This is an optimization exercise on Yosys and OpenROAD, whose aim is small area, a short achievable clock period and few clock cycles per item, not a production implementation. In this exercise RTL edits were held to simulation tests only and were not proved equivalent to the original. Power and IR drop assume default switching activity.

==> flow/design.v (outline; a module is shown in full before it is edited, if it fits) <==
// module mmult: 1635 lines
module mmult(
    input clk,
    input reset_n,
    input enable,
    input [0:9*8-1] A_mat,
    input [0:9*8-1] B_mat,
    output valid,
    output reg [0:9*17-1] C_mat
);
  // ...
==> flow/flow/run.sh <==
#!/bin/bash
# Standard layout, with two changes: Yosys's "abc -fast" pre-pass is skipped
# (so the full adders extract with clean polarity) and the port buffers are
# the smallest plain buffer instead of the delay buffer buffer_ports picks.
cp standard.sh standard_sh.txt
cp config.mk config_mk.txt
export SYNTH_ARGS=-noabc
export BUFFER_PORTS_ARGS="-buffer_cell sky130_fd_sc_hd__buf_1"
bash standard.sh > standard.log 2>&1
==> flow/standard.sh <==
#!/bin/bash
# synth_recipe.tcl (not shown) runs the flow's synth.tcl, then flattens the netlist and writes it again
# the make line also repeats each setting of config.mk as NAME=value (left out here)
make -C /OpenROAD-flow-scripts/flow DESIGN_CONFIG=/design/flow/config.mk WORK_HOME=/design/flow/orfs CLKGATE_MAP_FILE= SYNTH_SCRIPT=/design/flow/synth_recipe.tcl "${@:-finish}"
==> flow/config.mk <==
export PLATFORM = sky130hd
export DESIGN_NAME = mmult
export DESIGN_NICKNAME = mmult
export VERILOG_FILES = /design/flow/design.v
export SDC_FILE = /design/flow/constraint.sdc
export NUM_CORES = 4
export LEC_CHECK = 0
export CAP_MARGIN = 20
export CORE_MARGIN = 2
export CORE_UTILIZATION = 40
export SLEW_MARGIN = 20
==> flow/constraint.sdc <==
create_clock -name core_clock -period 11.0 [get_ports {clk}]
set_input_delay 2.2000 -clock core_clock [delete_from_list [all_inputs] [get_ports {clk}]]
set_output_delay 2.2000 -clock core_clock [all_outputs]
set_load 0.01 [all_outputs]
==> metrics.md, run 1 <==
| Metric | Value |
|---|---|
| Most frequent cells in the layout | and2_1 (605), fa_1 (441), nand2_1 (367) |
| Startpoint types | register |
| Sequential Power Share | between 15 and 20% |
| # IOs | 301 |
| Post-DP Area | just over 30000 sq um |
| Setup WS post-layout | slightly above 6 ns |
| M1 GR Usage | 29.20% |
| Sequential cell area share | 19.46% |
| Top Consumer | combinational cells |
| # hold bufs at CTS | 0 |
| Clock group total power | 1.33 mW |
| DRC violations left | 0 |
| Placed cells | 4041 |
| Yosys cell types | between 70 and 80 |
| Multi-input gate count | 2433 |
| Measured slew at the worst slew-check pin | 1.077 ns |
| Reg2reg start | B[9] |
| HP Class | register to register |
| Worst setup path end | C_mat[69] |
| Cell repeated most along the worst path | fa_1 |
| Pwr Density | between 200 and 300 nW/um^2 |
| Sw Share | 47.09% |
| Cell row count | 98 |
| Post-synthesis compound-gate area fraction | 8.339% |
| Final wirelength | 78250 microns |
| Status | complete, no violations |
| Register bit total from synthesis | 299 |
| Fin Setup TNS | 0 ns |
| Most common cell after layout, fill and taps aside | and2_1 |
| Share of cells above drive strength 1 | 3.891% |
| Register-to-register setup slack | 6.09 ns |
| Final worst path period share | 44.61% |
| Post-synth top cells | and2_1 (606), fa_1 (441), nand2_1 (367), dfxtp_1 (275), ha_1 (217) |
| Setup-failing EPs final | 0 |
| Gate power share | 66.7% |
| Global-route wire length before repair | 126600 microns |
| Metal1 wirelength | 35220 microns |
| Top sig layer | met4 |
| TritonCTS clock tree | yes |
| Clk root buf | clkbuf_16 |
| Setup Slack @ Placement | 5.985 ns |
| Initial DRC Count | 1158 |
| TritonCTS Sinks | 299 |
Testbench counts, summed over its fixed seeds: cycles 2,048, items 512.
==> inputs of run 2 (changes only) <==
==> flow/run.sh (new file) <==
#!/bin/bash
# synth_recipe.tcl (not shown) runs the flow's synth.tcl, then flattens the netlist and writes it again
# the make line also repeats each setting of config.mk as NAME=value (left out here)
make -C /OpenROAD-flow-scripts/flow DESIGN_CONFIG=/design/flow/config.mk WORK_HOME=/design/flow/orfs CLKGATE_MAP_FILE= SYNTH_SCRIPT=/design/flow/synth_recipe.tcl finish
removed: flow/flow/run.sh
removed: flow/standard.sh
==> metrics.md, run 2 <==
| Metric | Value |
|---|---|
| Peak VDD IR | 0.1328 mV (was 0.1461 mV) |
| RePlAce Congestion | 0.8635 (was 0.8536) |
| # hold bufs at CTS | 0 (unchanged) |
| Fill cells | 7238 (was 6898) |
| Crit path time final | 5.144 ns (was 4.908 ns) |
| Post-CTS Setup Repair Bufs | 0 (unchanged) |
| Status | complete, no violations (unchanged) |
| Largest reg by FF count | C_mat (unchanged) |
| Mapped Area | 29980 sq um (was 28660 sq um) |
| # IOs | 301 (unchanged) |
| Initial DRC Count | 897 (was 1158) |
| Max-cap violation count | 0 (unchanged) |
| Cell-internal power | 4.745 mW (was 4.469 mW) |
| Buffers on Ports | 300 (unchanged) |
| Max stage delay on crit path | 1.05 ns (was 1.03 ns) |
| Sequential share of the synthesized area | 20.77% (was 21.72%) |
| Crit-path slowest cell | dfxtp_1 (unchanged) |
| Ant diodes | 0 (was 2) |
| Finished Cell Area | 35380 sq um (was 32010 sq um) |
| Final wirelength | 78300 microns (was 78250 microns) |
| Synth Net Count | 4212 (was 3711) |
| TritonCTS clock tree | yes (unchanged) |
| Clock transition at path regs | 0.06 ns (about the same) |
| Yosys Warn Count | 1 (unchanged) |
| Critical path's top delay family | adder cells (unchanged) |
| Leak pwr | 16.86 nW (was 14.59 nW) |
| Initial Util | 40.34% (was 40.23%) |
| HP Class | register to register (unchanged) |
| CTS Buf Count | 41 (was 40) |
| Vias in the first global route | 23260 (was 22640) |
| GRT Total Usage | 20.80% (was 21.72%) |
| Setup-failing EPs final | 0 (unchanged) |
| Ranking of synthesized cells by area | fa_1 (29%), dfxtp_1 (18%), and2_1 (9.9%) (was fa_1 (31%), dfxtp_1 (19%), and2_1 (13%)) |
| Vias | 22430 (was 21270) |
| Peak Freq | 0.1944 GHz (was 0.2038 GHz) |
| Gate power share | 66.0% (was 66.7%) |
| Post-DP Area | 33870 sq um (was 30680 sq um) |
| Sw Pwr | 3.959 mW (was 3.977 mW) |
| Pwr Density | 246.0 nW/um^2 (was 263.9 nW/um^2) |
| DRT Pass-1 Iters | 5 (unchanged) |
| Async SR Flop Fraction | 0% (unchanged) |
| Post-synth EDFFs | 24 (unchanged) |
| Register bit total from synthesis | 299 (unchanged) |
| Top cell type's share of synthesized area | 29.45% (was 30.81%) |
| Die height | 277.8 microns (was 271.7 microns) |
| DP Wirelength | 58230 microns (was 57550 microns) |
| Most frequent cells in the layout | inv_1 (607), nand2_1 (480), and2_1 (474) (was and2_1 (605), fa_1 (441), nand2_1 (367)) |
| Worst clock skew | 0.03761 ns (was 0.02657 ns) |
| Cell repeated most along the worst path | fa_1 (unchanged) |
| Most common cell after layout, fill and taps aside | inv_1 (was and2_1) |
| RSZ-0062 raised after global routing | no (unchanged) |
| Placed cells | 4562 (was 4041) |
| CP Capture Type | register (unchanged) |
| Largest net degree at the start of global routing | 105 (was 104) |
| Clk root buf | clkbuf_16 (unchanged) |
| Hold slack | 0.4110 ns (was 0.4030 ns) |
| Setup Slack @ Placement | 5.779 ns (was 5.985 ns) |
| Largest regs | C_mat x153, A x72, B x72 (unchanged) |
| Fin Setup TNS | 0 ns (unchanged) |
| Initial antenna violation count | 0 (was 2) |
| Post-synth top cells | inv_1 (608), nand2_1 (480), and2_1 (475), fa_1 (441), dfxtp_1 (275) (was and2_1 (606), fa_1 (441), nand2_1 (367), dfxtp_1 (275), ha_1 (217)) |
| DRC violations left | 0 (unchanged) |
| Sequential Power Share | 17.2% (was 17.5%) |
| Fin cells | 4637 (was 4113) |
| Grt total ovfl | 0 (unchanged) |
| Nets@finish | 4442 (was 3938) |
| CP Class | register to register (unchanged) |
| Synthesized instance count | 3407 (was 2906) |
| Number of flip-flops in the largest register | 153 (unchanged) |
| Worst skew pair latency | 0.59 ns (about the same) |
| DIE AREA | 77150 sq um (was 73800 sq um) |
| Syn avg cell area | 8.799 sq um (was 9.862 sq um) |
| Finished Core Util | 47.61% (was 44.93%) |
| Area grow syn2layout | 18.03% (was 11.69%) |
| Die Wd | 277.8 microns (was 271.7 microns) |
| Startpoint types | register (unchanged) |
| Cell row count | 100 (was 98) |
| Overall power | 8.704 mW (was 8.446 mW) |
| Req. time, crit path | 11.42 ns (was 11.50 ns) |
| CP cell instances | and2_1 -> ha_1 -> fa_1 -> inv_1 -> fa_1 -> fa_1 -> inv_1 -> ha_1 -> a21oi_1 -> nand2_1 -> o21ai_0 -> o22ai_1 -> a31oi_1 -> xor2_1 -> nor2_1 (was and2_1 -> fa_1 -> fa_1 -> fa_1 -> fa_1 -> ha_1 -> nand4_1 -> a211oi_1 -> o2111ai_1 -> a31oi_1 -> mux2i_1) |
| Pins Over Slew Limit | 0 (unchanged) |
| DR WL/cell | 16.89 microns (was 19.03 microns) |
| Top_reg_cell synth | dfxtp_1 (unchanged) |
| Clock network fraction of total power | 16.8% (was 15.8%) |
| Sw Share | 45.48% (was 47.09%) |
| Max Root-Sink Buffers | 3 (unchanged) |
| Crit path buf inv count | 2 (was 0) |
| CTS resizes | 0 (unchanged) |
| Crit path max fanout | 24 (unchanged) |
| H-tree levels | 2 (unchanged) |
| Worst EP arrival | 5.56 ns (was 5.40 ns) |
| Final worst path period share | 46.76% (was 44.61%) |
| Vias/cell | 4.838 (was 5.172) |
| Setup WS post-layout | 5.856 ns (was 6.092 ns) |
| Synth area leader | fa_1 (unchanged) |
| Routed Antenna Nets | 0 (unchanged) |
| Yosys cell types | 68 (was 75) |
| Top-count cell post-synth | inv_1 (was and2_1) |
| Core Area | 74320 sq um (was 71240 sq um) |
| Hold Fails Final Rpt | 0 (unchanged) |
| TritonCTS Sinks | 299 (unchanged) |
| Global-route wire length before repair | 127500 microns (was 126600 microns) |
| Share of cells above drive strength 1 | 3.026% (was 3.891%) |
| Relative slew margins | 26.00% (was 28.08%) |
| Measured slew at the worst slew-check pin | 1.108 ns (was 1.077 ns) |
-- run 2: cell types whose count changed in the layout (fill, tap and decap cells not counted), moves of 9 or more --
cell and change:
o211ai_1 -9, buf_1 -298, clkbuf_8 +9, nor3_1 -15, mux2i_1 -14, buf_4 -10
a21o_1 +10, xor2_1 +21, nand2b_1 -13, clkdlybuf4s50_1 +300, and2_1 -131, nand4_1 -10
nand2_1 +113, inv_1 +589
-- run 2: power by group through the flow --
stage | clock network, mW | registers [mW] | logic, mW
global route | 1.54 | 1.52 | 6.58
floorplan | 0 | 1.47 | 4.35
detailed placement | 0 | 1.53 | 5.72
CTS | 1.50 | 1.51 | 5.77
global placement | 0 | 1.53 | 5.69
finish | 1.46 | 1.50 | 5.75
-- run 2: layer usage --
layer / up-vias / wire length, microns / part of all wire (%) / GRT usage, %
li1: 10870 / - / - / -
met1: 11050 / 36500 / 47 / 28.28
met2: 430 / 36220 / 46 / 34.14
met3: 91 / 3714 / 4.7 / 3.925
met4: 0 / 1869 / 2.4 / 5.170
met5: - / 0 / 0 / 0
-- run 2: cells by family (layout without fill, tap and decap cells) --
group / Yosys count / after routing / synth area share [%]
adders and majority gates: 658 / 658 / 38.51
buffers and inverters: 752 / 1013 / 9.475
AOI/OAI and AO/OA: 336 / 336 / 7.321
DFF: 299 / 299 / 20.77
xor gates and xnor gates: 108 / 108 / 3.155
and+or+nand+nor: 1247 / 1247 / 20.54
muxes: 7 / 7 / 0.2337
-- run 2: final timing paths --
| check | cells after the start | slack, ns | startpoint | end |
|---|---|---|---|---|
| worst max-delay path | 15 | 5.86 | A[26] | C_mat[51] |
| worst min-delay path | 2 | 0.41 | A[9] | A[1] |
| worst max register to register | 15 | 5.86 | A[26] | C_mat[51] |
| worst min register to register | 2 | 0.41 | A[9] | A[1] |
-- run 2: area by class of cell --
type | count | area [sq um] | area share (%)
well taps | 969 | 1212 | 3.426
clock buffers | 59 | 1214 | 3.430
flip-flops and latches | 299 | 6226 | 17.60
clock inverters | 15 | 272.8 | 0.7709
inverters | 608 | 2290 | 6.471
repair buffers | 331 | 3256 | 9.201
multi-input cells | 2356 | 20910 | 59.11
-- run 2: worst reg2reg max path, stage by stage (launching register included) --
cell and delay (ns):
dfxtp_1 1.05, and2_1 0.25, ha_1 0.24, fa_1 0.51, inv_1 0.06, fa_1 0.48, fa_1 0.56, inv_1 0.05
ha_1 0.33, a21oi_1 0.17, nand2_1 0.08, o21ai_0 0.48, o22ai_1 0.26, a31oi_1 0.26, xor2_1 0.17, nor2_1 0.05
==> inputs of run 3 (changes only) <==
==> flow/flow/run.sh (new file) <==
#!/bin/bash
# Standard layout, with these changes: Yosys's "abc -fast" pre-pass is skipped
# (so the full adders extract with clean polarity), the port buffers are the
# smallest plain buffer instead of the delay buffer buffer_ports picks, and
# timing repair aims for 7.0 ns of setup slack instead of 0.
export SYNTH_ARGS=-noabc
export BUFFER_PORTS_ARGS="-buffer_cell sky130_fd_sc_hd__buf_1"
export SETUP_SLACK_MARGIN=7.0
bash standard.sh > standard.log 2>&1
==> flow/standard.sh (new file) <==
#!/bin/bash
# synth_recipe.tcl (not shown) runs the flow's synth.tcl, then flattens the netlist and writes it again
# the make line also repeats each setting of config.mk as NAME=value (left out here)
make -C /OpenROAD-flow-scripts/flow DESIGN_CONFIG=/design/flow/config.mk WORK_HOME=/design/flow/orfs CLKGATE_MAP_FILE= SYNTH_SCRIPT=/design/flow/synth_recipe.tcl "${@:-finish}"
removed: flow/run.sh
==> metrics.md, run 3 <==
| Metric | Value |
|---|---|
| Vias | 22130 (was 22430) |
| Number of flip-flops in the largest register | 153 (unchanged) |
| CP Capture Type | register (unchanged) |
| Vias/cell | 5.240 (was 4.838) |
| CP Class | register to register (unchanged) |
| Worst EP arrival | 4.56 ns (was 5.56 ns) |
| H-tree levels | 2 (unchanged) |
| Hold Fails Final Rpt | 0 (unchanged) |
| Pins Over Slew Limit | 0 (unchanged) |
| Share of cells above drive strength 1 | 16.00% (was 3.026%) |
| Die height | 271.7 microns (was 277.8 microns) |
| GRT Total Usage | 23.06% (was 20.80%) |
| Worst Hold Path Cells | 2 (unchanged) |
| Cell-internal power | 5.725 mW (was 4.745 mW) |
| Synth area leader | fa_1 (unchanged) |
| Reg2reg path depth | 12 (was 15) |
| Register bit total from synthesis | 299 (unchanged) |
| Crit path time final | 4.077 ns (was 5.144 ns) |
| Cell row count | 98 (was 100) |
| Mapped Area | 28660 sq um (was 29980 sq um) |
| Routed Antenna Nets | 0 (unchanged) |
| Initial Util | 40.23% (was 40.34%) |
| RePlAce Congestion | 0.8488 (was 0.8635) |
| Final wirelength | 89810 microns (was 78300 microns) |
| Worst clock skew | 0.02036 ns (was 0.03761 ns) |
| Top_reg_cell synth | dfxtp_1 (unchanged) |
| Synthesized instance count | 2906 (was 3407) |
| Reg2reg start | B[10] (was A[26]) |
| Top cell type's share of synthesized area | 30.81% (was 29.45%) |
| Crit path launch | B[10] (was A[26]) |
| Worst skew pair latency | 0.57 ns (was 0.59 ns) |
| Leak pwr | 15.50 nW (was 16.86 nW) |
| Area grow syn2layout | 23.62% (was 18.03%) |
| Largest reg by FF count | C_mat (unchanged) |
| Sw Pwr | 4.726 mW (was 3.959 mW) |
| Final worst path period share | 37.06% (was 46.76%) |
| Most frequent cells in the layout | and2_1 (589), fa_1 (363), nand2_1 (360) (was inv_1 (607), nand2_1 (480), and2_1 (474)) |
| Nets@finish | 4044 (was 4442) |
| Grt total ovfl | 0 (unchanged) |
| Top-count cell post-synth | and2_1 (was inv_1) |
| DR WL/cell | 21.27 microns (was 16.89 microns) |
| Setup-failing EPs final | 0 (unchanged) |
| TritonCTS Sinks | 299 (unchanged) |
| Relative slew margins | 37.07% (was 26.00%) |
| Most common cell after layout, fill and taps aside | and2_1 (was inv_1) |
| Max-cap violation count | 0 (unchanged) |
| Initial DRC Count | 1236 (was 897) |
| Largest regs | C_mat x153, A x72, B x72 (unchanged) |
| DRC violations left | 0 (unchanged) |
| Crit path max fanout | 8 (was 24) |
| Async SR Flop Fraction | 0% (unchanged) |
| Global-route wire length before repair | 132200 microns (was 127500 microns) |
| Fin Setup TNS | 0 ns (unchanged) |
| Status | complete, no violations (unchanged) |
| Register-to-register setup slack | 6.92 ns (was 5.86 ns) |
| Measured slew at the worst slew-check pin | 0.9440 ns (was 1.108 ns) |
| DRT Pass-1 Iters | 5 (unchanged) |
| Setup WS post-layout | 6.923 ns (was 5.856 ns) |
| Sequential share of the synthesized area | 21.72% (was 20.77%) |
| Peak Freq | 0.2453 GHz (was 0.1944 GHz) |
| Synth Net Count | 3711 (was 4212) |
| Ranking of synthesized cells by area | fa_1 (31%), dfxtp_1 (19%), and2_1 (13%) (was fa_1 (29%), dfxtp_1 (18%), and2_1 (9.9%)) |
| Post-synth EDFFs | 24 (unchanged) |
| Req. time, crit path | 11.48 ns (was 11.42 ns) |
| Yosys cell types | 75 (was 68) |
| Finished Core Util | 49.73% (was 47.61%) |
| Clock network fraction of total power | 12.2% (was 16.8%) |
| Startpoint types | register (unchanged) |
| Peak VDD IR | 0.1808 mV (was 0.1328 mV) |
| Buffers on Ports | 300 (unchanged) |
| Die Wd | 271.7 microns (was 277.8 microns) |
| TritonCTS clock tree | yes (unchanged) |
| Max Root-Sink Buffers | 3 (unchanged) |
| RSZ-0062 raised after global routing | yes (was no) |
| HP Class | register to register (unchanged) |
| Worst setup path end | C_mat[69] (was C_mat[51]) |
| Gate power share | 73.6% (was 66.0%) |
| # IOs | 301 (unchanged) |
| Sw Share | 45.22% (was 45.48%) |
| DIE AREA | 73800 sq um (was 77150 sq um) |
| Post-synth top cells | and2_1 (606), fa_1 (441), nand2_1 (367), dfxtp_1 (275), ha_1 (217) (was inv_1 (608), nand2_1 (480), and2_1 (475), fa_1 (441), dfxtp_1 (275)) |
| Yosys Warn Count | 1 (unchanged) |
| CTS Buf Count | 37 (was 41) |
| Syn avg cell area | 9.862 sq um (was 8.799 sq um) |
| Sequential Power Share | 14.2% (was 17.2%) |
| Initial antenna violation count | 8 (was 0) |
| Pwr Density | 295.0 nW/um^2 (was 246.0 nW/um^2) |
| Clock transition at path regs | 0.06 ns (about the same) |
| Overall power | 10.45 mW (was 8.704 mW) |
| Largest net degree at the start of global routing | 121 (was 105) |
| RR Endpoint | C_mat[69] (was C_mat[51]) |
| Clk root buf | clkbuf_16 (unchanged) |
| Vias in the first global route | 23110 (was 23260) |
| DP Wirelength | 57430 microns (was 58230 microns) |
| Setup Slack @ Placement | 6.046 ns (was 5.779 ns) |
| Core Area | 71240 sq um (was 74320 sq um) |
==> run 3: cell count changes in the layout (fill, tap and decap cells not counted), moves of 45 or more <==
cell,previous run,this run
inv_1,607,17
clkdlybuf4s50_1,300,0
buf_1,0,298
nand2_1,480,360
and2_1,474,589
fa_1,441,363
fa_2,0,78
ha_1,217,154
ha_4,0,54
buf_4,30,75
==> run 3: stage by stage <==
| stage | std cells | hold slack (ns) | area [sq um] |
|---|---|---|---|
| floorplan | 2906 | 0.3918 | 28680 |
| global placement | 4039 | 0.3959 | 30680 |
| detailed placement | 4039 | 0.3990 | 30680 |
| CTS | 4142 | 0.4070 | 33590 |
| global route | 4221 | 0.4262 | 35420 |
| finish | 4222 | 0.4025 | 35430 |
==> run 3: worst max-delay path: stages (launching register included) <==
cell and delay [ns]:
dfxtp_4 0.38, buf_12 0.16, and2_1 0.15, fa_1 0.52, fa_2 0.38, fa_1 0.53, fa_1 0.45, ha_4 0.34
nand4_1 0.17, a211oi_2 0.28, o2111ai_1 0.16, a31oi_1 0.22, mux2i_1 0.23
==> run 3: logic make-up after synthesis <==
group / after synthesis / share of synthesized area, %
buf+inv: 174 / 2.349
flops: 299 / 21.72
simple gates: 1311 / 23.79
compound gates: 352 / 8.339
fa+ha+maj: 658 / 40.28
mux: 21 / 0.7335
xor+xnor: 91 / 2.781
==> run 3: layer usage <==
| layer | share of wire [%] | vias to the layer above | track usage, % |
|---|---|---|---|
| met3 | 6.4 | 108 | 4.865 |
| met5 | 0 | - | 0 |
| met1 | 44 | 11140 | 30.41 |
| li1 | - | 10260 | - |
| met4 | 2.4 | 0 | 6.015 |
| met2 | 48 | 616 | 38.49 |
==> run 3: worst min path at each step <==
stage               startpoint    end  slack (ns)
floorplan                 A[8]   A[0]        0.39
global placement         A[65]  A[57]        0.40
detailed placement       A[10]   A[2]        0.40
CTS                       A[9]   A[1]        0.41
global route             B[40]  B[16]        0.43
finish                    A[9]   A[1]        0.40
==> run 3: final cells by class <==
type | instances | area [sq um]
clock inverter | 19 | 232.7
antenna | 4 | 10.01
inverter | 19 | 83.83
fill | 6568 | 35810
timing repair buffer | 449 | 3168
multi-input combinational | 2433 | 23370
clock buffer | 49 | 1011
sequential | 299 | 6357
tap | 950 | 1189
==> run 3: timing repair <==
| item | CTS | global route |
|---|---|---|
| setup endpoints to repair | 167 | 61 |
| pin swaps | 63 | 161 |
| endpoints found under the hold margin | 0 | 0 |
| hold buffers | 0 | 0 |
| resized for setup | 264 | 240 |
| gates cloned | 6 | 16 |
| buffers inserted | 29 | 60 |
==> run 3: power by group through the flow <==
stage          Combinational (mW)  Clock, mW  Sequential, mW
2_1_floorplan                4.39          0            1.48
3_3_place_gp                 5.56          0            1.52
3_5_place_dp                 5.58          0            1.51
4_1_cts                      6.56       1.32            1.49
5_1_grt                      8.40       1.36            1.51
6_report                     7.69       1.28            1.48
==> inputs of run 4 (changes only) <==
==> flow/flow/run.sh (replaced) <==
#!/bin/bash
# Standard layout, with these changes: Yosys's "abc -fast" pre-pass is skipped
# (so the full adders extract with clean polarity), the port buffers are the
# smallest plain buffer instead of the delay buffer buffer_ports picks, and
# timing repair aims for 6.0 ns of setup slack instead of 0.
export SYNTH_ARGS=-noabc
export BUFFER_PORTS_ARGS="-buffer_cell sky130_fd_sc_hd__buf_1"
export SETUP_SLACK_MARGIN=6.0
bash standard.sh > standard.log 2>&1
==> metrics.md, run 4 <==
| Metric | Value |
|---|---|
| Status | complete, no violations (unchanged) |
| Grt total ovfl | 0 (unchanged) |
| Pins Over Slew Limit | 0 (unchanged) |
| Pwr Density | 263.9 nW/um^2 (was 295.0 nW/um^2) |
| DP Wirelength | 57550 microns (was 57430 microns) |
| Setup-failing EPs final | 0 (unchanged) |
| # IOs | 301 (unchanged) |
| Largest net degree at the start of global routing | 104 (was 121) |
| Nets@finish | 3938 (was 4044) |
| Most common cell after layout, fill and taps aside | and2_1 (unchanged) |
| Yosys Warn Count | 1 (unchanged) |
| Post-synth top cells | and2_1 (606), fa_1 (441), nand2_1 (367), dfxtp_1 (275), ha_1 (217) (unchanged) |
| Mapped Area | 28660 sq um (unchanged) |
| Final worst path period share | 43.00% (was 37.06%) |
| DIE AREA | 73800 sq um (unchanged) |
| Fill cells | 6894 (was 6568) |
| Peak Freq | 0.2114 GHz (was 0.2453 GHz) |
| Overall power | 8.449 mW (was 10.45 mW) |
| Req. time, crit path | 11.45 ns (was 11.48 ns) |
| Synth Net Count | 3711 (unchanged) |
| Top-count cell post-synth | and2_1 (unchanged) |
| H-tree levels | 2 (unchanged) |
| Die height | 271.7 microns (unchanged) |
| Initial antenna violation count | 2 (was 8) |
| Area grow syn2layout | 11.71% (was 23.62%) |
| Fin Setup TNS | 0 ns (unchanged) |
| Crit path max fanout | 25 (was 8) |
| Vias/cell | 5.173 (was 5.240) |
| CTS Buf Count | 40 (was 37) |
| Number of flip-flops in the largest register | 153 (unchanged) |
| Sequential Power Share | 17.5% (was 14.2%) |
| RePlAce Congestion | 0.8536 (was 0.8488) |
| Vias in the first global route | 22640 (was 23110) |
| Initial DRC Count | 1169 (was 1236) |
| Peak VDD IR | 0.1457 mV (was 0.1808 mV) |
| Register bit total from synthesis | 299 (unchanged) |
| Ranking of synthesized cells by area | fa_1 (31%), dfxtp_1 (19%), and2_1 (13%) (unchanged) |
| Most frequent cells in the layout | and2_1 (605), fa_1 (441), nand2_1 (367) (was and2_1 (589), fa_1 (363), nand2_1 (360)) |
| Async SR Flop Fraction | 0% (unchanged) |
| Worst skew pair latency | 0.59 ns (was 0.57 ns) |
| Share of cells above drive strength 1 | 4.081% (was 16.00%) |
| Largest regs | C_mat x153, A x72, B x72 (unchanged) |
| Post-CTS Setup Repair Bufs | 0 (was 29) |
| HP Class | register to register (unchanged) |
| Measured slew at the worst slew-check pin | 1.073 ns (was 0.9440 ns) |
| TritonCTS clock tree | yes (unchanged) |
| Cell-internal power | 4.469 mW (was 5.725 mW) |
| Syn avg cell area | 9.862 sq um (unchanged) |
| Largest reg by FF count | C_mat (unchanged) |
| DR WL/cell | 19.02 microns (was 21.27 microns) |
| # hold bufs at CTS | 0 (unchanged) |
| Buffers on Ports | 300 (unchanged) |
| Final wirelength | 78230 microns (was 89810 microns) |
| RSZ-0062 raised after global routing | no (was yes) |
| Core Area | 71240 sq um (unchanged) |
| Die Wd | 271.7 microns (unchanged) |
| DRT Pass-1 Iters | 5 (unchanged) |
| Global-route wire length before repair | 126600 microns (was 132200 microns) |
| Yosys cell types | 75 (unchanged) |
| Sw Share | 47.11% (was 45.22%) |
| CTS resizes | 0 (was 264) |
| Routed Antenna Nets | 0 (unchanged) |
| DRC violations left | 0 (unchanged) |
| Worst clock skew | 0.02704 ns (was 0.02036 ns) |
| Cell row count | 98 (unchanged) |
| Clk root buf | clkbuf_16 (unchanged) |
| Leak pwr | 14.59 nW (was 15.50 nW) |
| Worst EP arrival | 5.18 ns (was 4.56 ns) |
| Relative slew margins | 28.38% (was 37.07%) |
| Post-synth EDFFs | 24 (unchanged) |
| CP Class | register to register (unchanged) |
| Synthesized instance count | 2906 (unchanged) |
| Register Area | 6235 sq um (was 6357 sq um) |
| Hold Fails Final Rpt | 0 (unchanged) |
| Clock transition at path regs | 0.06 ns (about the same) |
| Max-cap violation count | 0 (unchanged) |
| Top cell type's share of synthesized area | 30.81% (unchanged) |
| GRT Total Usage | 21.72% (was 23.06%) |
| Sw Pwr | 3.980 mW (was 4.726 mW) |
| Crit path time final | 4.730 ns (was 4.077 ns) |
| Initial Util | 40.23% (unchanged) |
| TritonCTS Sinks | 299 (unchanged) |
| Sequential share of the synthesized area | 21.72% (unchanged) |
| Vias | 21280 (was 22130) |
| Clock network fraction of total power | 15.8% (was 12.2%) |
| Top_reg_cell synth | dfxtp_1 (unchanged) |
| CP Capture Type | register (unchanged) |
| Startpoint types | register (unchanged) |
| Max Root-Sink Buffers | 3 (unchanged) |
| Synth area leader | fa_1 (unchanged) |
| Gate power share | 66.7% (was 73.6%) |
| Multi-input logic area | 21760 sq um (was 23370 sq um) |
-- run 4: cell type report --
cell class	instances	area share, %
diodes	2	0.01563
clock buffers	56	3.474
clock inverters	14	0.6409
inverters	19	0.2462
multi-input cells	2433	67.97
flip-flops and latches	299	19.47
well taps	950	3.713
repair buffers	340	4.463
-- run 4: metrics by stage --
stage	setup slack [ns]	instances	cell area (sq um)	hold WS (ns)	util (%)
global route	6.038	4111	32010	0.4103	44.93
global placement	6.008	4041	30680	0.3945	43.07
floorplan	6.836	2906	28660	0.3918	-
finish	6.270	4113	32020	0.3997	44.94
detailed placement	5.985	4041	30680	0.3990	43.07
CTS	6.130	4111	32000	0.3986	44.92
-- run 4: path summary, 6_finish.rpt --
check | from | end | slack (ns) | cells after the start
worst max-delay path | A[4] | C_mat[34] | 6.27 | 11
worst min-delay path | B[40] | B[16] | 0.40 | 2
worst max register to register | A[4] | C_mat[34] | 6.27 | 11
worst min register to register | B[40] | B[16] | 0.40 | 2
-- run 4: cell families after synthesis --
family,synth area share (%)
XOR/XNOR,2.781
adder cells (fa/ha/maj),40.28
AND/OR/NAND/NOR,23.79
flip-flops,21.72
buffers and inverters,2.349
multiplexers,0.7335
AO/OA/AOI/OAI,8.339
-- run 4: power groups by stage --
stage | clock, mW | combinational [mW] | sequential, mW
finish | 1.33 | 5.64 | 1.48
global route | 1.42 | 6.41 | 1.51
CTS | 1.37 | 5.64 | 1.49
detailed placement | 0 | 5.60 | 1.51
global placement | 0 | 5.58 | 1.51
floorplan | 0 | 4.38 | 1.48
-- run 4: worst max-delay path, cell delays in order (launching register included) --
cell,delay [ns]
dfxtp_1,1.02
and2_1,0.26
fa_1,0.45
fa_1,0.44
fa_1,0.54
fa_1,0.42
ha_1,0.41
nand2_1,0.12
or3_1,0.39
nor4b_2,0.34
o31a_1,0.16
nor3_1,0.04
-- run 4: routing by layer --
layer | track usage (%) | share of wire (%) | vias up | wire length, microns
met5 | 0 | 0 | - | 0
met4 | 6.116 | 2.9 | 0 | 2256
met3 | 4.237 | 5.5 | 111 | 4323
met2 | 35.64 | 47 | 495 | 36430
met1 | 29.20 | 45 | 10620 | 35230
li1 | - | - | 10050 | -
==> inputs of run 5 (changes only) <==
==> flow/flow/run.sh (replaced) <==
#!/bin/bash
# Standard layout, with these changes: Yosys's "abc -fast" pre-pass is skipped
# (so the full adders extract with clean polarity), the port buffers are the
# smallest plain buffer instead of the delay buffer buffer_ports picks, and
# timing repair aims for 6.5 ns of setup slack instead of 0.
export SYNTH_ARGS=-noabc
export BUFFER_PORTS_ARGS="-buffer_cell sky130_fd_sc_hd__buf_1"
export SETUP_SLACK_MARGIN=6.5
bash standard.sh > standard.log 2>&1
--- a/flow/config.mk
+++ b/flow/config.mk
@@ -7,5 +7,5 @@
 export LEC_CHECK = 0
 export CAP_MARGIN = 20
 export CORE_MARGIN = 2
-export CORE_UTILIZATION = 40
+export CORE_UTILIZATION = 60
 export SLEW_MARGIN = 20
==> metrics.md, run 5 <==
| Metric | Value |
|---|---|
| Final wirelength | 75790 microns (was 78230 microns) |
| Top-count cell post-synth | and2_1 (unchanged) |
| Largest reg by FF count | C_mat (unchanged) |
| TritonCTS clock tree | yes (unchanged) |
| Vias | 21610 (was 21280) |
| Measured slew at the worst slew-check pin | 1.032 ns (was 1.073 ns) |
| Routed Antenna Nets | 0 (unchanged) |
| DIE AREA | 49530 sq um (was 73800 sq um) |
| Hold Fails Final Rpt | 0 (unchanged) |
| Ranking of synthesized cells by area | fa_1 (31%), dfxtp_1 (19%), and2_1 (13%) (unchanged) |
| Req. time, crit path | 11.42 ns (was 11.45 ns) |
| Crit path time final | 4.326 ns (was 4.730 ns) |
| Relative slew margins | 31.23% (was 28.38%) |
| Top cell type's share of synthesized area | 30.81% (unchanged) |
| RSZ-0062 raised after global routing | no (unchanged) |
| Vias in the first global route | 23100 (was 22640) |
| Pwr Density | 268.1 nW/um^2 (was 263.9 nW/um^2) |
| CTS Buf Count | 36 (was 40) |
| DRC violations left | 0 (unchanged) |
| Vias/cell | 5.742 (was 5.173) |
| Die Wd | 222.6 microns (was 271.7 microns) |
| Finished Core Util | 66.51% (was 44.94%) |
| Grt total ovfl | 0 (unchanged) |
| H-tree levels | 2 (unchanged) |
| Die height | 222.6 microns (was 271.7 microns) |
| Worst skew pair latency | 0.58 ns (was 0.59 ns) |
| Ant diodes | 0 (was 2) |
| Global-route wire length before repair | 122400 microns (was 126600 microns) |
| Largest regs | C_mat x153, A x72, B x72 (unchanged) |
| GRT Total Usage | 31.28% (was 21.72%) |
| Mapped Area | 28660 sq um (unchanged) |
| Syn avg cell area | 9.862 sq um (unchanged) |
| DR WL/cell | 20.14 microns (was 19.02 microns) |
| TritonCTS Sinks | 299 (unchanged) |
| Crit path max fanout | 24 (was 25) |
| Status | complete, no violations (unchanged) |
| Buffers on Ports | 300 (unchanged) |
| DP Wirelength | 55910 microns (was 57550 microns) |
| Setup-failing EPs final | 0 (unchanged) |
| DRT Pass-1 Iters | 6 (was 5) |
| HP Class | register to register (unchanged) |
| Synth Net Count | 3711 (unchanged) |
| Startpoint types | register (unchanged) |
| CP Class | register to register (unchanged) |
| Synth area leader | fa_1 (unchanged) |
| Pins Over Slew Limit | 0 (unchanged) |
| Post-synth EDFFs | 24 (unchanged) |
| Top_reg_cell synth | dfxtp_1 (unchanged) |
| Nets@finish | 3925 (was 3938) |
| Share of cells above drive strength 1 | 4.447% (was 4.081%) |
| Initial Util | 60.40% (was 40.23%) |
| Initial antenna violation count | 3 (was 2) |
| Register bit total from synthesis | 299 (unchanged) |
| Peak VDD IR | 0.1799 mV (was 0.1457 mV) |
| # IOs | 301 (unchanged) |
| Worst EP arrival | 4.75 ns (was 5.18 ns) |
| Area grow syn2layout | 10.12% (was 11.71%) |
| Yosys Warn Count | 1 (unchanged) |
| Largest net degree at the start of global routing | 118 (was 104) |
| Core Area | 47450 sq um (was 71240 sq um) |
| Synthesized instance count | 2906 (unchanged) |
| Max Root-Sink Buffers | 3 (unchanged) |
| Worst Hold Path Cells | 2 (unchanged) |
| Clock transition at path regs | 0.06 ns (about the same) |
| Cell row count | 80 (was 98) |
| CP Capture Type | register (unchanged) |
| Clk root buf | clkbuf_16 (unchanged) |
| Reg2reg path depth | 13 (was 11) |
| # hold bufs at CTS | 0 (unchanged) |
| Final worst path period share | 39.33% (was 43.00%) |
| Sequential share of the synthesized area | 21.72% (unchanged) |
| Post-synth top cells | and2_1 (606), fa_1 (441), nand2_1 (367), dfxtp_1 (275), ha_1 (217) (unchanged) |
| RePlAce Congestion | 0.8797 (was 0.8536) |
| Fin Setup TNS | 0 ns (unchanged) |
| Initial DRC Count | 1250 (was 1169) |
| Most common cell after layout, fill and taps aside | and2_1 (unchanged) |
| Worst clock skew | 0.01954 ns (was 0.02704 ns) |
| Number of flip-flops in the largest register | 153 (unchanged) |
| Peak Freq | 0.2311 GHz (was 0.2114 GHz) |
| Yosys cell types | 75 (unchanged) |
| Most frequent cells in the layout | and2_1 (605), fa_1 (441), nand2_1 (367) (unchanged) |
| Max-cap violation count | 0 (unchanged) |
| Async SR Flop Fraction | 0% (unchanged) |
| Leak pwr | 14.51 nW (was 14.59 nW) |
[run 5: cell counts after synthesis]
No cell type changed its count.
[run 5: critical path: stages, from the launching register on]
cell	delay, ns
dfxtp_1	0.29
buf_4	0.21
and2_1	0.22
fa_1	0.44
fa_1	0.48
fa_1	0.56
fa_1	0.41
ha_2	0.35
a21o_1	0.22
a311oi_1	0.25
o21ai_0	0.13
a221oi_1	0.35
xor2_1	0.18
nor2_1	0.06
[run 5: worst paths after layout]
| check | startpoint | to | slack, ns |
|---|---|---|---|
| worst max register to register | A[29] | C_mat[70] | 6.67 |
| worst min register to register | A[39] | A[31] | 0.41 |
| worst max-delay path | A[29] | C_mat[70] | 6.67 |
| worst min-delay path | A[39] | A[31] | 0.41 |
[run 5: report_power, final]
group	leakage [nW]	switching (mW)	internal (mW)	total (mW)
sequential	2.53	0.208	1.29	1.50
clock	0.600	0.515	0.736	1.25
combinational	11.4	3.29	2.42	5.71
[run 5: layout make-up]
class / instances / area (sq um)
Inverter: 19 / 78.83
Sequential cell: 299 / 6302
Multi-Input combinational cell: 2434 / 21800
Timing Repair Buffer: 330 / 1385
Clock buffer: 50 / 1035
Clock inverter: 16 / 190.2
Tap cell: 615 / 769.5
Fill cell: 3946 / 15890
[run 5: repair_timing]
| item | in CTS | in global routing |
|---|---|---|
| pin swaps | 0 | 1 |
| endpoints found under the setup margin | 52 | 41 |
| buffers inserted | 0 | 2 |
| cloned | 0 | 1 |
| gates resized for setup | 24 | 37 |
[run 5: cell families after synthesis]
logic type | Yosys count | share of synthesized area, %
AO/OA/AOI/OAI | 352 | 8.339
flip-flops | 299 | 21.72
buffers and inverters | 174 | 2.349
adder cells (fa/ha/maj) | 658 | 40.28
AND/OR/NAND/NOR | 1311 | 23.79
multiplexers | 21 | 0.7335
XOR/XNOR | 91 | 2.781
[run 5: metal layers]
layer  global-route usage, %  vias to the layer above  share of wire [%]
li1                        -                    10000                  -
met2                   51.84                      694                 48
met3                   6.030                      118                7.0
met5                       0                        -              0.017
met1                   41.79                    10790                 42
met4                   9.569                        2                2.8
[run 5: per-stage QoR]
stage                     cell area (sq um)  instances  worst slack [ns]  total power [mW]  hold WS, ns
final                                 31560       3763             6.674             8.460       0.4121
after global placement                30170       3694             6.112             7.032       0.3965
after global routing                  31560       3763             6.511             9.243       0.4318
after detailed placement              30170       3694             6.051             7.113       0.4014
after floorplan                       28660       2906             6.836             5.862       0.3918
after CTS                             31430       3760             6.489             8.419       0.4130
==> inputs of run 6 (changes only) <==
--- a/flow/config.mk
+++ b/flow/config.mk
@@ -7,5 +7,5 @@
 export LEC_CHECK = 0
 export CAP_MARGIN = 20
 export CORE_MARGIN = 2
-export CORE_UTILIZATION = 60
+export CORE_UTILIZATION = 40
 export SLEW_MARGIN = 20
==> metrics.md, run 6 <==
| Metric | Value |
|---|---|
| CTS Buf Count | 40 (was 36) |
| Post-synth EDFFs | 24 (unchanged) |
| Setup WS post-layout | 6.707 ns (was 6.674 ns) |
| Cell repeated most along the worst path | fa_1 (unchanged) |
| Post-CTS Setup Repair Bufs | 0 (unchanged) |
| Sequential Power Share | 17.4% (was 17.7%) |
| # IOs | 301 (unchanged) |
| Die Wd | 271.7 microns (was 222.6 microns) |
| Share of cells above drive strength 1 | 4.650% (was 4.447%) |
| TritonCTS clock tree | yes (unchanged) |
| Startpoint types | register (unchanged) |
| Routed met2 length | 36570 microns (was 36310 microns) |
| Final wirelength | 78390 microns (was 75790 microns) |
| Top cell type's share of synthesized area | 30.81% (unchanged) |
| Routed Antenna Nets | 0 (unchanged) |
| Core Area | 71240 sq um (was 47450 sq um) |
| DR WL/cell | 19.06 microns (was 20.14 microns) |
| Top sig layer | met4 (was met5) |
| Vias | 21300 (was 21610) |
| Max stage delay on crit path | 0.56 ns (about the same) |
| DIE AREA | 73800 sq um (was 49530 sq um) |
| Fin Setup TNS | 0 ns (unchanged) |
| Area grow syn2layout | 12.26% (was 10.12%) |
| Setup Slack @ Placement | 5.985 ns (was 6.051 ns) |
| Fill cells | 6878 (was 3946) |
| Register bit total from synthesis | 299 (unchanged) |
| Buffers on Ports | 300 (unchanged) |
| Reg2reg path depth | 13 (unchanged) |
| Nets@finish | 3938 (was 3925) |
| Sw Pwr | 4.009 mW (was 4.013 mW) |
| Status | complete, no violations (unchanged) |
| Peak Freq | 0.2330 GHz (was 0.2311 GHz) |
| Crit path launch | A[29] (unchanged) |
| Crit path max fanout | 24 (unchanged) |
| Largest reg by FF count | C_mat (unchanged) |
| DP Wirelength | 57550 microns (was 55910 microns) |
| Max-cap violation count | 0 (unchanged) |
| Register-to-register setup slack | 6.71 ns (was 6.67 ns) |
| GRT Total Usage | 21.72% (was 31.28%) |
| Largest regs | C_mat x153, A x72, B x72 (unchanged) |
| Number of flip-flops in the largest register | 153 (unchanged) |
| Worst skew pair latency | 0.59 ns (was 0.58 ns) |
| DRT Pass-1 Iters | 5 (was 6) |
| Ranking of synthesized cells by area | fa_1 (31%), dfxtp_1 (19%), and2_1 (13%) (unchanged) |
| Initial antenna violation count | 2 (was 3) |
| Top-count cell post-synth | and2_1 (unchanged) |
| # hold bufs at CTS | 0 (unchanged) |
| Setup-failing EPs final | 0 (unchanged) |
| Placed cells | 4041 (was 3694) |
| RePlAce Congestion | 0.8536 (was 0.8797) |
| Post-synth top cells | and2_1 (606), fa_1 (441), nand2_1 (367), dfxtp_1 (275), ha_1 (217) (unchanged) |
| Max Root-Sink Buffers | 3 (unchanged) |
| Hold Fails Final Rpt | 0 (unchanged) |
| Initial Util | 40.23% (was 60.40%) |
| Measured slew at the worst slew-check pin | 0.7495 ns (was 1.032 ns) |
| Global-route wire length before repair | 126600 microns (was 122400 microns) |
| Synth area leader | fa_1 (unchanged) |
| Largest net degree at the start of global routing | 104 (was 118) |
| Gate power share | 67.0% (was 67.5%) |
| Met3 WL | 4508 microns (was 5292 microns) |
| Req. time, crit path | 11.43 ns (was 11.42 ns) |
| Pwr Density | 264.5 nW/um^2 (was 268.1 nW/um^2) |
| Die height | 271.7 microns (was 222.6 microns) |
| Cell-internal power | 4.501 mW (was 4.447 mW) |
| Grt total ovfl | 0 (unchanged) |
| HP Class | register to register (unchanged) |
| Worst clock skew | 0.02758 ns (was 0.01954 ns) |
| Yosys cell types | 75 (unchanged) |
| Final worst path period share | 39.02% (was 39.33%) |
| Sequential share of the synthesized area | 21.72% (unchanged) |
| Crit-path slowest cell | fa_1 (unchanged) |
| Clock transition at path regs | 0.05 ns (was 0.06 ns) |
| Sw Share | 47.11% (was 47.43%) |
| Relative slew margins | 49.33% (was 31.23%) |
| Worst hold start | B[40] (was A[39]) |
| Most common cell after layout, fill and taps aside | and2_1 (unchanged) |
| CP cell instances | buf_4 -> and2_1 -> fa_1 -> fa_1 -> fa_1 -> fa_1 -> ha_2 -> a21o_1 -> a311oi_1 -> o21ai_0 -> a221oi_2 -> xor2_1 -> nor2_1 (was buf_4 -> and2_1 -> fa_1 -> fa_1 -> fa_1 -> fa_1 -> ha_2 -> a21o_1 -> a311oi_1 -> o21ai_0 -> a221oi_1 -> xor2_1 -> nor2_1) |
| Async SR Flop Fraction | 0% (unchanged) |
| Leak pwr | 14.61 nW (was 14.51 nW) |
| Top_reg_cell synth | dfxtp_1 (unchanged) |
| H-tree levels | 2 (unchanged) |
| CP Capture Type | register (unchanged) |
| RSZ-0062 raised after global routing | no (unchanged) |
| Cell row count | 98 (was 80) |
| Clock network fraction of total power | 15.6% (was 14.8%) |
| Yosys Warn Count | 1 (unchanged) |
| Vias in the first global route | 22640 (was 23100) |
| Worst EP arrival | 4.72 ns (was 4.75 ns) |
| Synth Net Count | 3711 (unchanged) |
| Worst Hold Path Cells | 2 (unchanged) |
| Fin cells | 4113 (was 3763) |
| Peak VDD IR | 0.1456 mV (was 0.1799 mV) |
| Mapped Area | 28660 sq um (unchanged) |
| Most frequent cells in the layout | and2_1 (605), fa_1 (441), nand2_1 (367) (unchanged) |
| Clk root buf | clkbuf_16 (unchanged) |
| RR Endpoint | C_mat[70] (unchanged) |
| Reg2reg start | A[29] (unchanged) |
| Worst-case hold path end point | B[16] (was A[31]) |
| Initial DRC Count | 1097 (was 1250) |
| Vias/cell | 5.179 (was 5.742) |
| Crit path time final | 4.293 ns (was 4.326 ns) |
| DRC violations left | 0 (unchanged) |
| Synthesized instance count | 2906 (unchanged) |
| Pins Over Slew Limit | 0 (unchanged) |
| CP Class | register to register (unchanged) |
| Syn avg cell area | 9.862 sq um (unchanged) |
| Metal1 wirelength | 35070 microns (was 32060 microns) |
| TritonCTS Sinks | 299 (unchanged) |
## run 6: cell counts after synthesis
No cell type changed its count.
## run 6: final cells by class
cell class / count / area [sq um] / share of cell area (%)
well taps: 950 / 1189 / 3.695
diodes: 2 / 5.005 / 0.01556
clock buffers: 56 / 1112 / 3.457
multi-input cells: 2433 / 21820 / 67.82
flip-flops and latches: 299 / 6267 / 19.48
repair buffers: 340 / 1496 / 4.651
clock inverters: 14 / 205.2 / 0.6378
inverters: 19 / 78.83 / 0.2450
## run 6: stage by stage
step / total power, mW / hold slack (ns) / utilization (%) / instance area [sq um]
floorplan: 5.862 / 0.3918 / - / 28660
global placement: 7.095 / 0.3945 / 43.07 / 30680
detailed placement: 7.110 / 0.3990 / 43.07 / 30680
CTS: 8.506 / 0.3958 / 44.95 / 32020
global route: 9.392 / 0.4094 / 45.15 / 32170
finish: 8.509 / 0.3992 / 45.16 / 32170
## run 6: logic make-up after synthesis
| group | share of synthesized area [%] |
|---|---|
| buf+inv | 2.349 |
| compound gates | 8.339 |
| mux | 0.7335 |
| fa+ha+maj | 40.28 |
| flops | 21.72 |
| simple gates | 23.79 |
| xor+xnor | 2.781 |
## run 6: worst max-delay path, delay by kind of cell, from the launching register on
family,cells,cell delay (ns)
adders and majority gates,5,2.25
AOI/OAI and AO/OA,4,0.94
DFF,1,0.29
and+or+nand+nor,2,0.27
buffers and inverters,1,0.21
xor gates and xnor gates,1,0.17
## run 6: layer usage
| metal | global-route usage (%) | vias up |
|---|---|---|
| met5 | 0 | - |
| met4 | 6.116 | 0 |
| met3 | 4.237 | 113 |
| met2 | 35.65 | 521 |
| met1 | 29.20 | 10620 |
| li1 | - | 10050 |
## run 6: repair_timing
item,4_1_cts,5_1_grt
hold endpoints to repair,0,0
gates cloned,0,0
endpoints found under the setup margin,51,63
resized for setup,13,44
## run 6: power by group through the flow
stage	clock [mW]	combinational, mW	sequential, mW
after global placement	0	5.58	1.51
final	1.33	5.70	1.48
after floorplan	0	4.38	1.48
after detailed placement	0	5.60	1.51
after global routing	1.42	6.47	1.51
after CTS	1.37	5.64	1.49
## run 6: how the worst max path moves through the flow
stage / cells past startpoint / end / slack, ns
after floorplan: 5 / B[48] / 6.84
after global placement: 6 / C_mat[137] / 6.01
after detailed placement: 6 / C_mat[137] / 5.98
after CTS: 11 / C_mat[69] / 6.49
after global routing: 13 / C_mat[70] / 6.48
final: 13 / C_mat[70] / 6.71
==> inputs of run 7 (changes only) <==
--- a/flow/config.mk
+++ b/flow/config.mk
@@ -5,6 +5,7 @@
 export SDC_FILE = /design/flow/constraint.sdc
 export NUM_CORES = 4
 export LEC_CHECK = 0
+export ABC_AREA = 1
 export CAP_MARGIN = 20
 export CORE_MARGIN = 2
 export CORE_UTILIZATION = 40
==> metrics.md, run 7 <==
| Metric | Value |
|---|---|
| Setup-failing EPs final | 0 (unchanged) |
| TritonCTS clock tree | yes (unchanged) |
| Ant diodes | 0 (was 2) |
| Grt met2 use | 38.83% (was 35.65%) |
| Pins Over Slew Limit | 0 (unchanged) |
| Die height | 283.9 microns (was 271.7 microns) |
| Fin Setup TNS | 0 ns (unchanged) |
| Grt total ovfl | 0 (unchanged) |
| Setup WS post-layout | 6.820 ns (was 6.707 ns) |
| Hold Fails Final Rpt | 0 (unchanged) |
| Cell row count | 102 (was 98) |
| Clk root buf | clkbuf_16 (unchanged) |
| Initial Util | 40.45% (was 40.23%) |
| Crit path launch | B[1] (was A[29]) |
| Worst setup path end | C_mat[51] (was C_mat[70]) |
| Worst skew pair latency | 0.61 ns (was 0.59 ns) |
| CP Capture Type | register (unchanged) |
| Mapped Area | 31340 sq um (was 28660 sq um) |
| Leak pwr | 22.02 nW (was 14.61 nW) |
| Pwr Density | 262.6 nW/um^2 (was 264.5 nW/um^2) |
| Relative slew margins | 35.06% (was 49.33%) |
| Register bit total from synthesis | 299 (unchanged) |
| H-tree levels | 2 (unchanged) |
| Req. time, crit path | 11.50 ns (was 11.43 ns) |
| Main combinational cell family by area after synthesis | adder cells (unchanged) |
| Synth area leader | fa_1 (unchanged) |
| Post-synth top cells | nand2_1 (1598), inv_1 (1016), fa_1 (441), dfxtp_1 (275), nor2_1 (221) (was and2_1 (606), fa_1 (441), nand2_1 (367), dfxtp_1 (275), ha_1 (217)) |
| Most common cell after layout, fill and taps aside | nand2_1 (was and2_1) |
| Vias | 25700 (was 21300) |
| Top_reg_cell synth | dfxtp_1 (unchanged) |
| Synth Area in Simple Gates | 25.67% (was 23.79%) |
| Max-cap violation count | 0 (unchanged) |
| Max Root-Sink Buffers | 3 (unchanged) |
| Initial DRC Count | 1419 (was 1097) |
| Largest regs | C_mat x153, A x72, B x72 (unchanged) |
| Buffers on Ports | 300 (unchanged) |
| Synthesized instance count | 4347 (was 2906) |
| Synth Net Count | 5152 (was 3711) |
| Clock transition at path regs | 0.06 ns (was 0.05 ns) |
| Largest reg by FF count | C_mat (unchanged) |
| Startpoint types | register (unchanged) |
| Final wirelength | 86240 microns (was 78390 microns) |
| Reg2reg path depth | 16 (was 13) |
| Post-synthesis adder-cell area fraction | 36.84% (was 40.28%) |
| Largest net degree at the start of global routing | 154 (was 104) |
| Nets@finish | 5406 (was 3938) |
| Most used routing layer | met2 (unchanged) |
| Final worst path period share | 38.00% (was 39.02%) |
| Vias/cell | 4.531 (was 5.179) |
| Met3 Track Usage GR | 3.641% (was 4.237%) |
| Top-count cell post-synth | nand2_1 (was and2_1) |
| RSZ-0062 raised after global routing | no (unchanged) |
| DRC violations left | 0 (unchanged) |
| GRT Total Usage | 22.01% (was 21.72%) |
| Crit path time final | 4.180 ns (was 4.293 ns) |
| # IOs | 301 (unchanged) |
| Reg2reg start | B[1] (was A[29]) |
| Setup Slack @ Placement | 6.064 ns (was 5.985 ns) |
| Post-synth EDFFs | 24 (unchanged) |
| Synth Area in XOR/XNOR | 0.02795% (was 2.781%) |
| Share of cells above drive strength 1 | 3.820% (was 4.650%) |
| CTS resizes | 0 (was 13) |
| Area grow syn2layout | 11.82% (was 12.26%) |
| DR WL/cell | 15.20 microns (was 19.06 microns) |
| CTS Buf Count | 40 (unchanged) |
| Peak VDD IR | 0.1302 mV (was 0.1456 mV) |
| Mux cell area share after synthesis | 0% (was 0.7335%) |
| Core Area | 77470 sq um (was 71240 sq um) |
| Die Wd | 283.9 microns (was 271.7 microns) |
| DP Wirelength | 65420 microns (was 57550 microns) |
| Yosys Warn Count | 1 (unchanged) |
| Worst clock skew | 0.04617 ns (was 0.02758 ns) |
| Measured slew at the worst slew-check pin | 0.9742 ns (was 0.7495 ns) |
| Post-synthesis compound-gate area fraction | 3.514% (was 8.339%) |
| DRT Pass-1 Iters | 7 (was 5) |
| HP Class | register to register (unchanged) |
| Yosys cell types | 28 (was 75) |
| CP Class | register to register (unchanged) |
| Number of flip-flops in the largest register | 153 (unchanged) |
| Peak Freq | 0.2392 GHz (was 0.2330 GHz) |
| Vias in the first global route | 26700 (was 22640) |
| Crit path max fanout | 16 (was 24) |
| Ranking of synthesized cells by area | fa_1 (28%), nand2_1 (19%), dfxtp_1 (18%) (was fa_1 (31%), dfxtp_1 (19%), and2_1 (13%)) |
| Initial antenna violation count | 0 (was 2) |
| Async SR Flop Fraction | 0% (unchanged) |
| RR Endpoint | C_mat[51] (was C_mat[70]) |
| Syn avg cell area | 7.208 sq um (was 9.862 sq um) |
| Most frequent cells in the layout | nand2_1 (1597), inv_1 (1016), fa_1 (441) (was and2_1 (605), fa_1 (441), nand2_1 (367)) |
| M1 GR Usage | 28.25% (was 29.20%) |
| Register-to-register setup slack | 6.82 ns (was 6.71 ns) |
| RePlAce Congestion | 0.8714 (was 0.8536) |
| TritonCTS Sinks | 299 (unchanged) |
| Worst EP arrival | 4.68 ns (was 4.72 ns) |
| Routed Antenna Nets | 0 (unchanged) |
| DIE AREA | 80590 sq um (was 73800 sq um) |
| # hold bufs at CTS | 0 (unchanged) |
| Status | complete, no violations (unchanged) |
| Top cell type's share of synthesized area | 28.17% (was 30.81%) |
| Sequential share of the synthesized area | 19.87% (was 21.72%) |
| Global-route wire length before repair | 141700 microns (was 126600 microns) |
| Overall power | 9.201 mW (was 8.509 mW) |
| Post-CTS Setup Repair Bufs | 0 (unchanged) |
## run 7: cell count changes after synthesis, sizes merged, moves of 34 or more
cell / change
nand3: +48
nor2: +57
a21oi: +74
a21o: -34
xnor2: -53
and2: -588
nand2: +1265
clkbuf: -36
xor2: -37
inv: +999
## run 7: kinds of logic (layout without fill, tap and decap cells)
family	after synthesis	count (layout)
simple gates	2017	2017
buf+inv	1154	1440
xor+xnor	1	1
flops	299	299
fa+ha+maj	658	658
compound gates	218	218
## run 7: how the worst min path moves through the flow
stage | cells after the start | slack (ns) | end | start
floorplan | 2 | 0.40 | A[0] | A[8]
global placement | 2 | 0.40 | B[18] | B[42]
detailed placement | 2 | 0.40 | A[59] | A[67]
CTS | 2 | 0.41 | A[49] | A[57]
global route | 2 | 0.43 | A[53] | A[61]
finish | 2 | 0.41 | A[49] | A[57]
## run 7: final cells by class
cell class              count  area (sq um)
fillers                  7879         42430
multi-input cells        2894         20710
flip-flops and latches    299          6230
inverters                1018          3829
repair buffers            348          1490
well taps                1040          1301
clock buffers              53          1132
clock inverters            21         350.3
## run 7: critical path: stages, from the launching register on
cell and delay (ns):
dfxtp_1 0.61, buf_4 0.35, nand2_1 0.08, inv_1 0.09, fa_1 0.43, fa_1 0.43
fa_1 0.54, fa_1 0.44, ha_1 0.37, nand2_1 0.09, nand2_1 0.08, nand2_1 0.06
nand2_1 0.06, a21oi_1 0.21, nand3_1 0.10, nand2_1 0.07, nor2_1 0.05
## run 7: metal layers
| metal | up-vias | wire (microns) |
|---|---|---|
| li1 | 13080 | - |
| met1 | 12040 | 38210 |
| met2 | 485 | 42080 |
| met3 | 102 | 4389 |
| met4 | 0 | 1560 |
| met5 | - | 0 |
## run 7: where the power goes
| group | switching [mW] | internal (mW) | total (mW) |
|---|---|---|---|
| clock network | 0.581 | 0.882 | 1.46 |
| registers | 0.200 | 1.30 | 1.50 |
| logic | 4.00 | 2.24 | 6.24 |
| total | 4.78 | 4.42 | 9.20 |
## run 7: through the flow
step	hold WS [ns]	cell area [sq um]	instances	utilization, %
finish	0.4052	35040	5673	45.23
floorplan	0.3960	31340	4347	-
detailed placement	0.4021	33550	5599	43.31
global placement	0.3991	33550	5599	43.31
CTS	0.4093	35030	5673	45.22
global route	0.4277	35040	5673	45.23
==> inputs of run 8 (changes only) <==
--- a/flow/config.mk
+++ b/flow/config.mk
@@ -5,8 +5,8 @@
 export SDC_FILE = /design/flow/constraint.sdc
 export NUM_CORES = 4
 export LEC_CHECK = 0
-export ABC_AREA = 1
 export CAP_MARGIN = 20
 export CORE_MARGIN = 2
 export CORE_UTILIZATION = 40
+export CTS_BUF_LIST = sky130_fd_sc_hd__clkbuf_4
 export SLEW_MARGIN = 20
==> metrics.md, run 8 <==
| Metric | Value |
|---|---|
| DR WL/cell | 18.72 microns (was 15.20 microns) |
| Fin Setup TNS | 0 ns (unchanged) |
| Max stage delay on crit path | 0.56 ns (was 0.61 ns) |
| Worst hold start | A[20] (was A[57]) |
| GRT Total Usage | 21.92% (was 22.01%) |
| # hold bufs at CTS | 0 (unchanged) |
| CP Capture Type | register (unchanged) |
| Area grow syn2layout | 11.81% (was 11.82%) |
| Post-synth EDFFs | 24 (unchanged) |
| Sequential share of the synthesized area | 21.72% (was 19.87%) |
| Top-count cell post-synth | and2_1 (was nand2_1) |
| Worst EP arrival | 5.03 ns (was 4.68 ns) |
| Clock transition at path regs | 0.06 ns (about the same) |
| Worst skew pair latency | 0.90 ns (was 0.61 ns) |
| Clk root buf | clkbuf_4 (was clkbuf_16) |
| Crit path buf inv count | 1 (was 2) |
| Top cell type's share of synthesized area | 30.81% (was 28.17%) |
| Die Wd | 271.7 microns (was 283.9 microns) |
| Share of cells above drive strength 1 | 7.246% (was 3.820%) |
| CP cell instances | buf_4 -> and2_1 -> fa_1 -> fa_1 -> fa_1 -> fa_1 -> ha_2 -> a21o_1 -> a311oi_1 -> o21ai_0 -> a221oi_2 -> xor2_1 -> nor2_1 (was buf_4 -> nand2_1 -> inv_1 -> fa_1 -> fa_1 -> fa_1 -> fa_1 -> ha_1 -> nand2_1 -> nand2_1 -> nand2_1 -> nand2_1 -> a21oi_1 -> nand3_1 -> nand2_1 -> nor2_1) |
| Hold Fails Final Rpt | 0 (unchanged) |
| Peak VDD IR | 0.1156 mV (was 0.1302 mV) |
| Worst clock skew | 0.06446 ns (was 0.04617 ns) |
| Synth area leader | fa_1 (unchanged) |
| Max-cap violation count | 0 (unchanged) |
| Most common cell after layout, fill and taps aside | and2_1 (was nand2_1) |
| Async SR Flop Fraction | 0% (unchanged) |
| Post-synthesis adder-cell area fraction | 40.28% (was 36.84%) |
| Post-CTS Setup Repair Bufs | 0 (unchanged) |
| RSZ-0062 raised after global routing | yes (was no) |
| Register bit total from synthesis | 299 (unchanged) |
| Post-synthesis compound-gate area fraction | 8.339% (was 3.514%) |
| Final wirelength | 78850 microns (was 86240 microns) |
| Main combinational cell family by area after synthesis | adder cells (unchanged) |
| Req. time, crit path | 11.69 ns (was 11.50 ns) |
| Synth Area in XOR/XNOR | 2.781% (was 0.02795%) |
| Initial Util | 40.23% (was 40.45%) |
| Largest net degree at the start of global routing | 104 (was 154) |
| Ranking of synthesized cells by area | fa_1 (31%), dfxtp_1 (19%), and2_1 (13%) (was fa_1 (28%), nand2_1 (19%), dfxtp_1 (18%)) |
| Number of flip-flops in the largest register | 153 (unchanged) |
| Mapped Area | 28660 sq um (was 31340 sq um) |
| Crit path max fanout | 24 (was 16) |
| Post-synth top cells | and2_1 (606), fa_1 (441), nand2_1 (367), dfxtp_1 (275), ha_1 (217) (was nand2_1 (1598), inv_1 (1016), fa_1 (441), dfxtp_1 (275), nor2_1 (221)) |
| Finished Core Util | 44.98% (was 45.23%) |
| Routed Antenna Nets | 0 (unchanged) |
| # IOs | 301 (unchanged) |
| Crit path launch | A[29] (was B[1]) |
| Reg2reg start | A[29] (was B[1]) |
| Cell row count | 98 (was 102) |
| Fin cells | 4211 (was 5673) |
| Measured slew at the worst slew-check pin | 1.024 ns (was 0.9742 ns) |
| Relative slew margins | 31.71% (was 35.06%) |
| Max Root-Sink Buffers | 3 (unchanged) |
| Cell repeated most along the worst path | fa_1 (was nand2_1) |
| Largest reg by FF count | C_mat (unchanged) |
| Mux cell area share after synthesis | 0.7335% (was 0%) |
| Synth Area in Simple Gates | 23.79% (was 25.67%) |
| Initial antenna violation count | 4 (was 0) |
| Grt total ovfl | 0 (unchanged) |
| Register Area | 6269 sq um (was 6230 sq um) |
| H-tree levels | 3 (was 2) |
| Top_reg_cell synth | dfxtp_1 (unchanged) |
| Status | complete, no violations (unchanged) |
| Pwr Density | 259.1 nW/um^2 (was 262.6 nW/um^2) |
| CP Class | register to register (unchanged) |
| Peak Freq | 0.2306 GHz (was 0.2392 GHz) |
| DRC violations left | 0 (unchanged) |
| Vias | 21750 (was 25700) |
| Synth Net Count | 3711 (was 5152) |
| Largest regs | C_mat x153, A x72, B x72 (unchanged) |
| Most frequent cells in the layout | and2_1 (605), fa_1 (441), nand2_1 (367) (was nand2_1 (1597), inv_1 (1016), fa_1 (441)) |
| Nets@finish | 3990 (was 5406) |
| Core Area | 71240 sq um (was 77470 sq um) |
| Yosys cell types | 75 (was 28) |
| Startpoint types | register (unchanged) |
| TritonCTS Sinks | 299 (unchanged) |
| DRT Pass-1 Iters | 5 (was 7) |
| Syn avg cell area | 9.862 sq um (was 7.208 sq um) |
| Pins Over Slew Limit | 0 (unchanged) |
| HP Class | register to register (unchanged) |
| Setup-failing EPs final | 0 (unchanged) |
| Die height | 271.7 microns (was 283.9 microns) |
| Crit path time final | 4.336 ns (was 4.180 ns) |
| Fill cells | 6977 (was 7879) |
| Buffers on Ports | 300 (unchanged) |
| Vias/cell | 5.164 (was 4.531) |
| Hold slack | 0.3838 ns (was 0.4052 ns) |
| CTS Buf Count | 92 (was 40) |
| Multi-input logic area | 21820 sq um (was 20710 sq um) |
| Yosys Warn Count | 1 (unchanged) |
| DP Wirelength | 57550 microns (was 65420 microns) |
| Leak pwr | 14.67 nW (was 22.02 nW) |
| Vias in the first global route | 23110 (was 26700) |
| Crit-path slowest cell | fa_1 (was dfxtp_1) |
| TritonCTS clock tree | yes (unchanged) |
| Critical path's top delay family | adder cells (unchanged) |
| Final worst path period share | 39.42% (was 38.00%) |
| Initial DRC Count | 1028 (was 1419) |
| RePlAce Congestion | 0.8536 (was 0.8714) |
| DIE AREA | 73800 sq um (was 80590 sq um) |
| Placed cells | 4041 (was 5599) |
| Global-route wire length before repair | 127400 microns (was 141700 microns) |
| Synthesized instance count | 2906 (was 4347) |
| CTS resizes | 13 (was 0) |
-- run 8: cell types whose count changed after synthesis, sizes merged, moves of 27 or more --
| cell | before | now |
|---|---|---|
| a21oi | 163 | 89 |
| nor2 | 223 | 166 |
| clkbuf | 100 | 136 |
| a211oi | 0 | 31 |
| nand3 | 76 | 28 |
| nand2 | 1632 | 367 |
| and3 | 0 | 27 |
| inv | 1018 | 19 |
| and2 | 18 | 606 |
| a21o | 0 | 34 |
| xor2 | 1 | 38 |
| xnor2 | 0 | 53 |
-- run 8: stage by stage --
step | instance area (sq um) | power (mW) | worst slack [ns]
2_1_floorplan | 28660 | 5.862 | 6.836
3_3_place_gp | 30680 | 7.095 | 6.008
3_5_place_dp | 30680 | 7.110 | 5.985
4_1_cts | 31890 | 8.307 | 6.466
5_1_grt | 32040 | 9.213 | 6.474
6_report | 32040 | 8.302 | 6.664
-- run 8: per-layer routing --
layer  vias up  GRT usage, %  part of all wire [%]
li1      10230             -                     -
met1     10830         29.04                    45
met2       553         35.59                    47
met3       133         4.830                   5.9
met4         0         7.186                   2.8
met5         -             0                     0
-- run 8: final timing paths --
| check | endpoint | slack [ns] | cells past startpoint |
|---|---|---|---|
| setup / recovery | C_mat[70] | 6.66 | 13 |
| setup reg to reg | C_mat[70] | 6.66 | 13 |
| hold reg to reg | A[12] | 0.38 | 2 |
| hold / removal | A[12] | 0.38 | 2 |
-- run 8: logic make-up after synthesis --
family,count (synthesis)
AOI/OAI and AO/OA,352
xor gates and xnor gates,91
adders and majority gates,658
buffers and inverters,174
DFF,299
muxes,21
and+or+nand+nor,1311
-- run 8: report_power, final --
group          internal, mW  switching (mW)
registers              1.29           0.193
clock network         0.559           0.567
logic                  2.43            3.27
total                  4.28            4.03
-- run 8: tightest hold or removal path, delay by kind of cell (launching register included) --
kind / cells / cell delay [ns]
flip-flops: 1 / 0.31
AND/OR/NAND/NOR: 2 / 0.10
-- run 8: layout make-up --
cell class | count | share of cell area [%]
Antenna cell | 4 | 0.03124
Clock buffer | 131 | 3.069
Clock inverter | 35 | 0.6247
Inverter | 19 | 0.2460
Multi-Input combinational cell | 2433 | 68.11
Sequential cell | 299 | 19.56
Tap cell | 950 | 3.709
Timing Repair Buffer | 340 | 4.650

## afterwards: timing with drivers on the ports
In the flow no input, the clock included, has a driving cell. The finished layouts below were timed again as built, in two steps. Step 1: set_driving_cell puts a clkbuf_16 on clk and a buf_2 on each other input, an assumption about the parent block. Step 2, shift: input delay + t, output delay - t, t = (earliest + latest rising clock arrival at the registers) / 2. This alone moves slack from input paths to output paths. Slacks: no drivers / after step 1 / after step 2; pairs: no drivers / after step 1.
run | t, ns | slack for setup (ns) | hold WS [ns] | slew at the worst register clock pin (ns) | worst slew at a driven data input, ns
run 1 | 0.641 | 6.092 / 6.092 / 6.015 | 0.403 / 0.403 / 0.403 | 0.07 / 0.07 | 0.07
run 2 | 0.641 | 5.856 / 5.856 / 5.811 | 0.411 / 0.411 / 0.411 | 0.06 / 0.06 | 0.05
run 3 | 0.624 | 6.923 / 6.923 / 6.511 | 0.402 / 0.402 / 0.402 | 0.07 / 0.07 | 0.06
run 4 | 0.642 | 6.270 / 6.270 / 5.994 | 0.400 / 0.400 / 0.400 | 0.07 / 0.07 | 0.07
run 5 | 0.624 | 6.674 / 6.674 / 6.248 | 0.412 / 0.412 / 0.412 | 0.06 / 0.06 | 0.06
run 6 | 0.640 | 6.707 / 6.707 / 6.134 | 0.399 / 0.399 / 0.399 | 0.06 / 0.06 | 0.07
run 7 | 0.655 | 6.820 / 6.820 / 6.356 | 0.405 / 0.405 / 0.405 | 0.07 / 0.07 | 0.10
run 8 | 0.928 | 6.664 / 6.664 / 5.939 | 0.384 / 0.384 / 0.384 | 0.08 / 0.08 | 0.08
After both steps setup and hold are still met in every run listed. The setup slack of run 8, which loses most, moves by 0.000 ns with the drivers and by -0.725 ns with both steps.
